Background: an optimization exercise with open tools, aiming at small area. Do not read the settings as production practice.
Function was checked by simulation only, so behaviour that the tests miss may differ from the original.
Power figures rest on the tool's default switching activity, not on a simulated workload.

[design/flow/design.v]
module pos_edge(
    input  clk,
    input  reset,
    input  sig_in,         
    output reg rise_edge   
);
    reg sig_d;  
    always @(posedge clk or negedge reset) begin
        if (!reset) begin
            sig_d     <= 0;
            rise_edge <= 0;
        end else begin
            sig_d     <= sig_in;
            rise_edge <= sig_in & ~sig_d; 
        end
    end
endmodule
module lfsr(
    input  clk,
    input  reset,
    output reg [15:0] d_out
);
    reg [15:0] lfsr, lfsr_next;
    reg [3:0] q_reg1, q_reg2, q_reg3, q_reg4;  
    reg tap;
    always @(posedge clk or negedge reset) begin
        if (!reset)
            lfsr <= 16'hACE1;   
        else
            lfsr <= lfsr_next;
    end
    always @(*) begin
        tap = lfsr[15] ^ lfsr[13] ^ lfsr[12] ^ lfsr[10] ^ lfsr[8] ^ lfsr[6];
        lfsr_next = {lfsr[14:0], tap};
    end
    always @(*) begin
        q_reg1 = lfsr[15:12] % 10;
        q_reg2 = lfsr[11:8]  % 10;
        q_reg3 = lfsr[7:4]   % 10;
        q_reg4 = lfsr[3:0]   % 10;
    end
    always @(*) begin
        d_out = {q_reg1, q_reg2, q_reg3, q_reg4};
    end
endmodule
module fsm(
    input clk,reset,
    input [15:0] lfsr_digit,
    input lfsr_latch,
    input [3:0] user_digit,
    input user_latch,
    output reg unlock,
    output reg reset_sys,
    output reg expired,
    output reg [1:0] wrng_atmpt,
    output [15:0] user_otp_out,
    output reg [15:0] otp
    );
    localparam HOLD_TIME = 100;
    localparam EXPIRE_TIME = 100;
    reg [12:0] total_time;
    reg [8:0] hold_time;
    reg [1:0] current,next;
    reg [3:0] user_otp[0:3];
    reg [2:0]j; 
    parameter IDLE = 2'B00,GENERATE_OTP = 2'B01, ENTER_OTP = 2'B10 ,UNLOCK = 2'B11;
    always @(posedge clk or negedge reset) begin
    if (!reset) begin
        otp <= 16'b0;
        current    <= IDLE;
        total_time <= 0;
        hold_time <= 0;
        wrng_atmpt <= 0;
        unlock     <= 0;
        reset_sys  <= 0;
        expired    <= 0;
        j          <= 0;
        {user_otp[0], user_otp[1], user_otp[2], user_otp[3]} <= 16'd0;
    end 
    else begin
        current <= next;
        case (current)
            IDLE: begin
                otp <= 16'b0;
                total_time <= 0;
                hold_time <= 0;
                unlock <= 0;
                reset_sys <= 0;   
                expired    <= 0;  
                wrng_atmpt <= 0; 
                j  <= 0;     
                {user_otp[0], user_otp[1], user_otp[2], user_otp[3]} <= 16'd0;   
            end
            GENERATE_OTP: if (lfsr_latch) begin
                               otp <= lfsr_digit; 
                           end
            ENTER_OTP: begin
                total_time <= total_time + 1;
                if(total_time >= (EXPIRE_TIME*50)) begin
                    if(hold_time < (HOLD_TIME*5)) begin 
                        expired   <= 1;
                        hold_time <= hold_time + 1;
                    end else begin
                        expired   <= 0;
                        hold_time <= 0;
                    end
                end
                else if (user_latch ) begin
                    user_otp[j[1:0]] <= user_digit;
                    j <= j + 1;
                end
            end 
            UNLOCK: begin  
                if (otp == {{user_otp[0]},{user_otp[1]},{user_otp[2]},{user_otp[3]}}) begin
                    unlock <= 1;
                    hold_time <= hold_time + 1;
                end 
                else begin
                    j <= 0;
                     if (wrng_atmpt == 2) begin 
                        reset_sys <= 1;
                        hold_time <= hold_time + 1;
                    end
                    else begin
                        reset_sys <= 0;
                        hold_time <= 0;
                        wrng_atmpt <= wrng_atmpt + 1;
                    end
                end
            end
        endcase
    end
end
   always @(*) begin
    next = current;  
    case (current)
        IDLE:        next = GENERATE_OTP;
        GENERATE_OTP: if (lfsr_latch) next = ENTER_OTP;
        ENTER_OTP:   if (total_time >= (EXPIRE_TIME*50) && hold_time == (HOLD_TIME*5)) next = IDLE; 
                     else if (total_time >= (EXPIRE_TIME*50)) next = ENTER_OTP; 
                     else if (j > 3)    next = UNLOCK;
        UNLOCK:      if (( otp == {{user_otp[0]},{user_otp[1]},{user_otp[2]},{user_otp[3]}} ) && hold_time == (HOLD_TIME*5)) next = IDLE; 
                     else if ( otp == {{user_otp[0]},{user_otp[1]},{user_otp[2]},{user_otp[3]}}) next = UNLOCK;
        else if (wrng_atmpt >= 2 && hold_time == (HOLD_TIME*5) )  next = IDLE; 
                     else if (wrng_atmpt >= 2)  next = UNLOCK; 
                     else next = ENTER_OTP ;  
    endcase
end
assign user_otp_out = {{user_otp[0]},{user_otp[1]},{user_otp[2]},{user_otp[3]}};
endmodule
module clk_div(
    input clk, rstn,
    output reg clk_out_disp,
    output wire disp_en
);
    reg [2:0] ct2;
    parameter DISP = 5;  
    always @(posedge clk or negedge rstn) begin
        if(!rstn) begin
            ct2 <= 3'd0;
            clk_out_disp <= 1'b0;
        end else begin
            if (ct2 == DISP-1) begin
                ct2 <= 3'd0;
                clk_out_disp <= ~clk_out_disp;
            end else begin
                ct2 <= ct2 + 3'd1;
            end
        end
    end
    assign disp_en = (ct2 == DISP-1) & ~clk_out_disp;
endmodule
module clk_div_2sec(
    input clk, rstn,
    output reg clk_out_disp2,
    output wire disp2_en
);
    reg [6:0] ct2;
    parameter DISP = 100;  
    always @(posedge clk or negedge rstn) begin
        if(!rstn) begin
            ct2 <= 7'd0;
            clk_out_disp2 <= 1'b0;
        end else begin
            if (ct2 == DISP-1) begin
                ct2 <= 7'd0;
                clk_out_disp2 <= ~clk_out_disp2;
            end else begin
                ct2 <= ct2 + 7'd1;
            end
        end
    end
    assign disp2_en = (ct2 == DISP-1) & ~clk_out_disp2;
endmodule
module otp_to_bcd(
    input clk, rstn,
    input unlock, lock, expire,
    input [1:0] wrng_att,
    input [15:0] user_otp, lfsr_otp,
    output reg [3:0] bcd1, bcd2,
    output reg [1:0] an,
    output wire shft
);
    wire clk_out_disp, disp_en;
    wire clk_out_disp2, disp2_en;
    clk_div inst2(.clk(clk),
                  .rstn(rstn),
                  .clk_out_disp(clk_out_disp),
                  .disp_en(disp_en));
    clk_div_2sec inst3(.clk(clk),
                       .rstn(rstn),
                       .clk_out_disp2(clk_out_disp2),
                       .disp2_en(disp2_en));
    reg [1:0] disp1;
    reg [1:0] disp2; 
    reg [3:0] mode;
    reg shift;
    reg ON;
    always @ (posedge clk or negedge rstn) begin
        if(!rstn)
            shift <= 0;
        else if(disp2_en)
            shift <= ~shift;
    end
    always @ (*) begin
        if(unlock)
            mode = 4'b0111;
        else if(lock)
            mode = 4'b0110;
        else if(expire)
            mode = 4'b0101;
        else
            mode = 4'd0;
    end
    always @(posedge clk or negedge rstn) begin
        if(!rstn) begin
            ON <= 0;
            disp1 <= 2'd0;
            disp2 <= 2'd0;
        end
        else if(disp_en) begin
            ON <= 1;
            disp1 <= disp1 + 2'd1;
            disp2 <= disp2 + 2'd1;
        end
    end
    always @(*) begin
        if(!ON) begin
            bcd1 = 4'b1111;
            an = 2'b00;
        end
        else begin
            case (disp1)
                2'd0: begin 
                    an = 2'b00;
                    bcd1 = user_otp[3:0];
                end
                2'd1: begin
                    an = 2'b01;
                    bcd1 = user_otp[7:4];
                end 
                2'd2: begin
                    an = 2'b10;
                    bcd1 = user_otp[11:8];
                end
                2'd3: begin
                    an = 2'b11;
                    bcd1 = user_otp[15:12];
                end
                default: begin
                    an = 2'b11;
                    bcd1 = 4'd0;
                end
        endcase
        end
    end
    always @(*) begin
        if(!ON) begin
            bcd2 = 4'd10;
        end
        else begin
        if(shift) begin
            case(disp2)
                2'd3: begin 
                       bcd2 = 4'b1111;
                    end
                2'd2: begin
                       bcd2 = {2'b00, wrng_att + 2'd1};
                end
                2'd1: begin
                       bcd2 = 4'b1000;
                end 
                2'd0: begin 
                       bcd2 = mode;
                end
                default: begin
                        bcd2 = 4'd0;
                end
            endcase
        end
        else begin
            case (disp2)
                2'd0: begin 
                   bcd2 = lfsr_otp[3:0];
                end
                2'd1: begin
                   bcd2 = lfsr_otp[7:4];
                end 
                2'd2: begin
                    bcd2 = lfsr_otp[11:8];
                end
                2'd3: begin
                    bcd2 = lfsr_otp[15:12];
                end
                default: begin
                        bcd2 = 4'd0;
                end
            endcase
        end
        end
    end
    assign shft = shift;
endmodule
module seven_seg(
    input [3:0] bcd1, bcd2,
    input shift,
    output reg [6:0] seg1, seg2
    );
    always @ (*) begin
        case(bcd1)
            4'b0000: seg1 = 7'b1000000;  
            4'b0001: seg1 = 7'b1111001;  
            4'b0010: seg1 = 7'b0100100;  
            4'b0011: seg1 = 7'b0110000;  
            4'b0100: seg1 = 7'b0011001;  
            4'b0101: seg1 = 7'b0010010;  
            4'b0110: seg1 = 7'b0000010;  
            4'b0111: seg1 = 7'b1111000;  
            4'b1000: seg1 = 7'b0000000;  
            4'b1001: seg1 = 7'b0010000;  
            default: seg1 = 7'b1111111;  
        endcase
    end
    always @ (*) begin
        if(shift) begin
            case(bcd2)
                4'b0001: seg2 = 7'b1111001;  
                4'b0010: seg2 = 7'b0100100;  
                4'b0011: seg2 = 7'b0110000;  
                4'b0110: seg2 = 7'b1000111;  
                4'b0111: seg2 = 7'b1000001;  
                4'b0101: seg2 = 7'b0000110;  
                4'b1000: seg2 = 7'b0111111;  
                4'b1111: seg2 = 7'b0001000;  
                default: seg2 = 7'b1111111;  
            endcase
        end
        else begin
                case(bcd2)
                    4'b0000: seg2 = 7'b1000000;  
                    4'b0001: seg2 = 7'b1111001;  
                    4'b0010: seg2 = 7'b0100100;  
                    4'b0011: seg2 = 7'b0110000;  
                    4'b0100: seg2 = 7'b0011001;  
                    4'b0101: seg2 = 7'b0010010;  
                    4'b0110: seg2 = 7'b0000010;  
                    4'b0111: seg2 = 7'b1111000;  
                    4'b1000: seg2 = 7'b0000000;  
                    4'b1001: seg2 = 7'b0010000;  
                    default: seg2 = 7'b1111111;  
                endcase 
        end
    end
endmodule
module top_7_seg(
    input wire clk, rstn, unlock, lock, expire,
    input [1:0] wrng_att,
    input wire [15:0] user_otp, lfsr_otp,
    output wire [6:0] seg1, seg2,
    output wire [1:0] an
    );
    wire [3:0] bcd1, bcd2;
    wire shift;
    otp_to_bcd U1 (.clk(clk),
                   .rstn(rstn),
                   .lock(lock),
                   .unlock(unlock),
                   .expire(expire),
                   .wrng_att(wrng_att),
                   .user_otp(user_otp),
                   .lfsr_otp(lfsr_otp),
                   .bcd1(bcd1),
                   .bcd2(bcd2),
                   .an(an),
                   .shft(shift));
    seven_seg U2 (.bcd1(bcd1),
                  .bcd2(bcd2),
                  .seg1(seg1),
                  .seg2(seg2),
                  .shift(shift));
endmodule
module top(
input clk, input reset_n,
input [3:0]user_in,
input otp_latch,input user_latch,
output [6:0] lfsr_out,
output [6:0] user_out,
output [1:0] an
  );
wire [15:0]d_out, user_otp, otp;
wire [1:0] wrng_atmpt;
wire lock, unlock, expire;
wire lfsr_button, user_button;
pos_edge edge1 (.clk(clk),  
                .reset(reset_n),
                .sig_in(otp_latch),
                .rise_edge(lfsr_button));
pos_edge edge2 (.clk(clk),  
                .reset(reset_n),
                .sig_in(user_latch),
                .rise_edge(user_button));
lfsr dut1( 
    .clk(clk),
    .reset(reset_n),
    .d_out(d_out)
);
fsm dut2(.clk(clk),
    .reset(reset_n),
    .lfsr_digit(d_out),
    .lfsr_latch(lfsr_button),
    .user_digit(user_in),
    .user_latch(user_button),
    .unlock(unlock),
    .reset_sys(lock),
    .expired(expire),
    .wrng_atmpt(wrng_atmpt),
    .user_otp_out(user_otp),
    .otp(otp)
    );
 top_7_seg dut3(
    .clk(clk),
    .rstn(reset_n),
    .lock(lock),
    .unlock(unlock),
    .expire(expire),
    .wrng_att(wrng_atmpt),
    .user_otp(user_otp),
    .lfsr_otp(otp),
    .seg1(user_out),
    .seg2(lfsr_out),
    .an(an)
    );
endmodule
`default_nettype none
module tt_um_tiny_hardware_authentication_engine (
    input  wire [7:0] ui_in,     
    output wire [7:0] uo_out,    
    input  wire [7:0] uio_in,    
    output wire [7:0] uio_out,   
    output wire [7:0] uio_oe,    
    input  wire       ena,       
    input  wire       clk,       
    input  wire       rst_n      
);
  assign uio_oe  = 8'hFF;
    wire [1:0] ano;
    top INST1 (.clk(clk),
               .reset_n(rst_n),
               .user_in(ui_in[3:0]),
               .otp_latch(ui_in[4]),
               .user_latch(ui_in[5]),
               .lfsr_out(uo_out[6:0]),
               .user_out(uio_out[6:0]),
               .an(ano));
    assign {uo_out[7], uio_out[7]} = ano; 
    wire _unused = &{ena, uio_in, ui_in[7:6], 1'b0};
endmodule
[design/flow/run.sh]
#!/bin/bash
# synth_recipe.tcl (not shown) runs the flow's synth.tcl, then flattens the netlist and writes it again
# the make line also repeats each setting of config.mk as NAME=value (left out here)
make -C /OpenROAD-flow-scripts/flow DESIGN_CONFIG=/design/flow/config.mk WORK_HOME=/design/flow/orfs CLKGATE_MAP_FILE= SYNTH_SCRIPT=/design/flow/synth_recipe.tcl finish
[design/flow/config.mk]
export PLATFORM = sky130hd
export DESIGN_NAME = tt_um_tiny_hardware_authentication_engine
export DESIGN_NICKNAME = tt_um_tiny_hardware_authentication_engine
export VERILOG_FILES = /design/flow/design.v
export SDC_FILE = /design/flow/constraint.sdc
export NUM_CORES = 4
export LEC_CHECK = 0
export CAP_MARGIN = 20
export CORE_MARGIN = 2
export CORE_UTILIZATION = 40
export SLEW_MARGIN = 20
[design/flow/constraint.sdc]
create_clock -name core_clock -period 10.0 [get_ports {clk}]
set_input_delay 2.0000 -clock core_clock [delete_from_list [all_inputs] [get_ports {clk}]]
set_output_delay 2.0000 -clock core_clock [all_outputs]
set_load 0.01 [all_outputs]
==> flow_summary.toml <==
[cts]
cts-buffers-inserted = 9
path_clk_slew_ns = 0.07
clk_latency_ns = 0.35
cts-hold-fix-buffers = 0
cts_resized = 0
h-tree-depth = 3
clock_path_buffers = 2
cts.sinks = 102
cts_tree = "yes"
post-cts-setup-buffer-count = 0
clockRootBuffer = "clkbuf_16"

[logic_synthesis]
avgSynthCellArea_sq_um = 9.51
seq_area_frac_synth_pct = 41.8
yosysTopAreaCellShare_pct = 38.4
async_flop_share_pct = 100
ys.warnings.count = 8
synth_compound_area_share_pct = 19.1
synth.distinct_cells = 62
synth.top_cells.by_count = "dfrtp_1, nand2_1, ha_1, inv_1, xnor2_1"
synth_edf_count = 0
syn_inst = 645
yosysMostFrequentCell = "dfrtp_1"
synth_flop_cell = "dfrtp_1"
ys_ff_latch = 102
netlist_area_sq_um = 6130
netlist.top_cell.by_area = "dfrtp_1"
synthXorXnorAreaFrac_pct = 5.71
synth_top_family_by_area = "compound AO/OA/AOI/OAI gates"
synthAdderAreaFrac_pct = 8.57
synthMuxAreaShare_pct = 3.75
synth_area_leaders = "dfrtp_1, ha_1, nand2_1"
synthSimpleGateAreaFrac_pct = 16.2

[grt]
grt_pass1_vias = 4665
grt_max_degree = 82
grt_usage_pct = 17.8
grt_overflow = 0
grt_pass1_wl_microns = 23400
antenna_found_initial = 0

[layout]
antenna-diode-count = 0
postLayoutCoreUtil_pct = 45.3
fillers = 1438
area_growth_pct = 11.5
nets = 724
drive_above_1_share_pct = 7.19
final_cell_count_no_fill = 856

[run]
drv_cap = 0

[sta]
maxSlewHeadroom_pct = 38.0
timing.fmax_ghz = 0.166
setup_viol = 0
hold_violations = 0
worst_slew_pin_slew_ns = 0.926
rsz0062_at_grt = "no"
timing.final.max_slew_violations = 0
setup_tns_ns = 0
fin_skew_ns = 0.00772
fin_crit_sh_pct = 60.1
final.min_clock_period_ns = 6.01

[worst_setup_path]
slowest_stage = "a211oi_1"
worstPathRequired_ns = 8.00
cp_max_fo = 10
end_kind = "output port"
crit_type = "flip-flop to output port"
worstPathCellList = "inv_1 -> ha_1 -> nor2_1 -> a21o_1 -> a211oi_1 -> inv_1 -> ha_1 -> a21boi_0 -> a211o_1 -> a31oi_1 -> clkdlybuf4s50_1"
worstPathArrival_ns = 4.01
reg2reg_slack_ns = 7.66
max_stage_delay_ns = 0.73
start_kind = "flip-flop"

[die]
die_w_microns = 128
num_rows = 45
core_area_sq_um = 15100
die_area_sq_um = 16300
io_pins = 43
start_util_pct = 40.6
die_h_microns = 128

[pwr]
ir_drop_v = 0.000132
p_per_area_nw_per_um2 = 181
p_leak_nw = 2.93

[detailed_routing]
wl_per_cell_microns = 16.2
wirelength_microns = 13900
drc_errors = 0
drtAntennaViolNets = 0
via_per_inst = 5.69
vias = 4872
drt_iter0_markers = 322
dr.pass1.iters = 6

[placement]
place_hpwl_microns = 10000
globalplace.congestion = 0.880
dp_cells = 840
portBuffers = 23

[status]
status = "finished clean"

[worst_hold_path]
hp-class = "flip-flop to flip-flop"
[registers in the layout, indices dropped and copies added (netlist names), 2 cells and up]
name,count
INST1.dut1.lfsr,16
INST1.dut2.current,2
INST1.dut2.hold_time,9
INST1.dut2.j,3
INST1.dut2.otp,16
INST1.dut2.total_time,13
INST1.dut2.user_otp,16
INST1.dut2.wrng_atmpt,2
INST1.dut3.U1.disp1,2
INST1.dut3.U1.disp2,2
INST1.dut3.U1.inst2.ct2,3
INST1.dut3.U1.inst3.ct2,7
[path summary, 6_finish.rpt]
kind | start | end | depth (start not counted)
min in group asynchronous | rst_n | INST1.edge1.sig_d | 1
worst max register to register | INST1.dut2.current[1] | INST1.dut2.otp[14] | 6
worst max-delay path | INST1.dut3.U1.disp2[0] | uo_out[6] | 11
worst min register to register | INST1.dut1.lfsr[5] | INST1.dut1.lfsr[6] | 0
max in group asynchronous | rst_n | INST1.dut2.user_otp[0][1] | 2
worst min-delay path | INST1.dut1.lfsr[5] | INST1.dut1.lfsr[6] | 0
[layer usage]
metal	part of all wire [%]	up-vias	routed length, microns	track usage (%)
li1	-	2339	-	-
met2	47	126	6600	28.9
met5	0	-	0	0
met3	4.1	16	570	3.51
met4	1.4	0	193	4.98
met1	47	2391	6530	24.2
[critical path, delay by kind of cell (launching register included)]
kind | cells | cell delay, ns
AOI/OAI and AO/OA | 5 | 1.63
buffers and inverters | 3 | 0.87
adders and majority gates | 2 | 0.60
DFF | 1 | 0.44
and+or+nand+nor | 1 | 0.11
[report_power, final]
| group | switching, W | leakage [nW] | internal [W] |
|---|---|---|---|
| logic | 0.000260 | 1.44 | 0.000128 |
| registers | 0.0000379 | 1.34 | 0.000442 |
| clock network | 0.000173 | 0.154 | 0.000201 |
[logic make-up after synthesis]
kind of cell / after synthesis
AND/OR/NAND/NOR: 208
AO/OA/AOI/OAI: 161
flip-flops: 102
buffers and inverters: 70
adder cells (fa/ha/maj): 42
XOR/XNOR: 40
multiplexers: 21
other: 1
[placed cells by master (no fill, tap or decap), types with 10 or more instances in the layout]
master,instances
a32o_1,10
o21ai_0,23
nor2_1,29
ha_1,42
o211ai_1,18
nor2b_1,12
a21oi_1,27
mux2i_1,14
nand3_1,30
inv_1,42
nand2_1,82
xnor2_1,31
dfrtp_1,94
nand4_1,14
clkdlybuf4s50_1,22
[area by class of cell]
class	count	area, sq um	share of cell area, %
Clock buffer	9	225	3.29
Sequential cell	102	2560	37.5
Multi-Input combinational cell	480	3310	48.4
Inverter	43	161	2.36
Clock inverter	7	85.1	1.24
Tap cell	188	235	3.44
Timing Repair Buffer	27	262	3.82
[through the flow]
stage | area (sq um) | power [W] | setup WS (ns) | hold slack [ns]
CTS | 6830 | 0.00125 | 3.87 | 0.394
floorplan | 6160 | 0.000756 | 5.18 | 0.355
global placement | 6520 | 0.000864 | 4.36 | 0.376
finish | 6840 | 0.00124 | 3.99 | 0.391
detailed placement | 6520 | 0.000872 | 4.27 | 0.379
global route | 6840 | 0.00132 | 3.77 | 0.401

==> re-timing with driven ports <==
Ports are ideal in the flow. The routed layout listed here was re-timed in OpenROAD.
Step 1 sets driving cells, clkbuf_16 on the clock port and buf_2 on the other inputs (assumed; they add their load-dependent delay and slew).
Step 2 times the ports against the registers' clock, not the clock port: input delays grow and output delays shrink by t, the midpoint of the rising clock arrivals with the driver on.
Slacks: ideal / step 1 / step 2; pairs: ideal / step 1.
t (ns): 0.394
slack for setup (ns): 3.991 / 3.948 / 4.342
worst hold slack (ns): 0.391 / 0.391 / 0.391
latest minus earliest clock arrival (ns): 0.008 / 0.008
worst data-port slew with drivers (ns): 0.04
After both steps setup and hold are still met in this run. For this run, drivers alone change the setup slack by -0.043 ns; drivers and shift together by +0.351 ns.
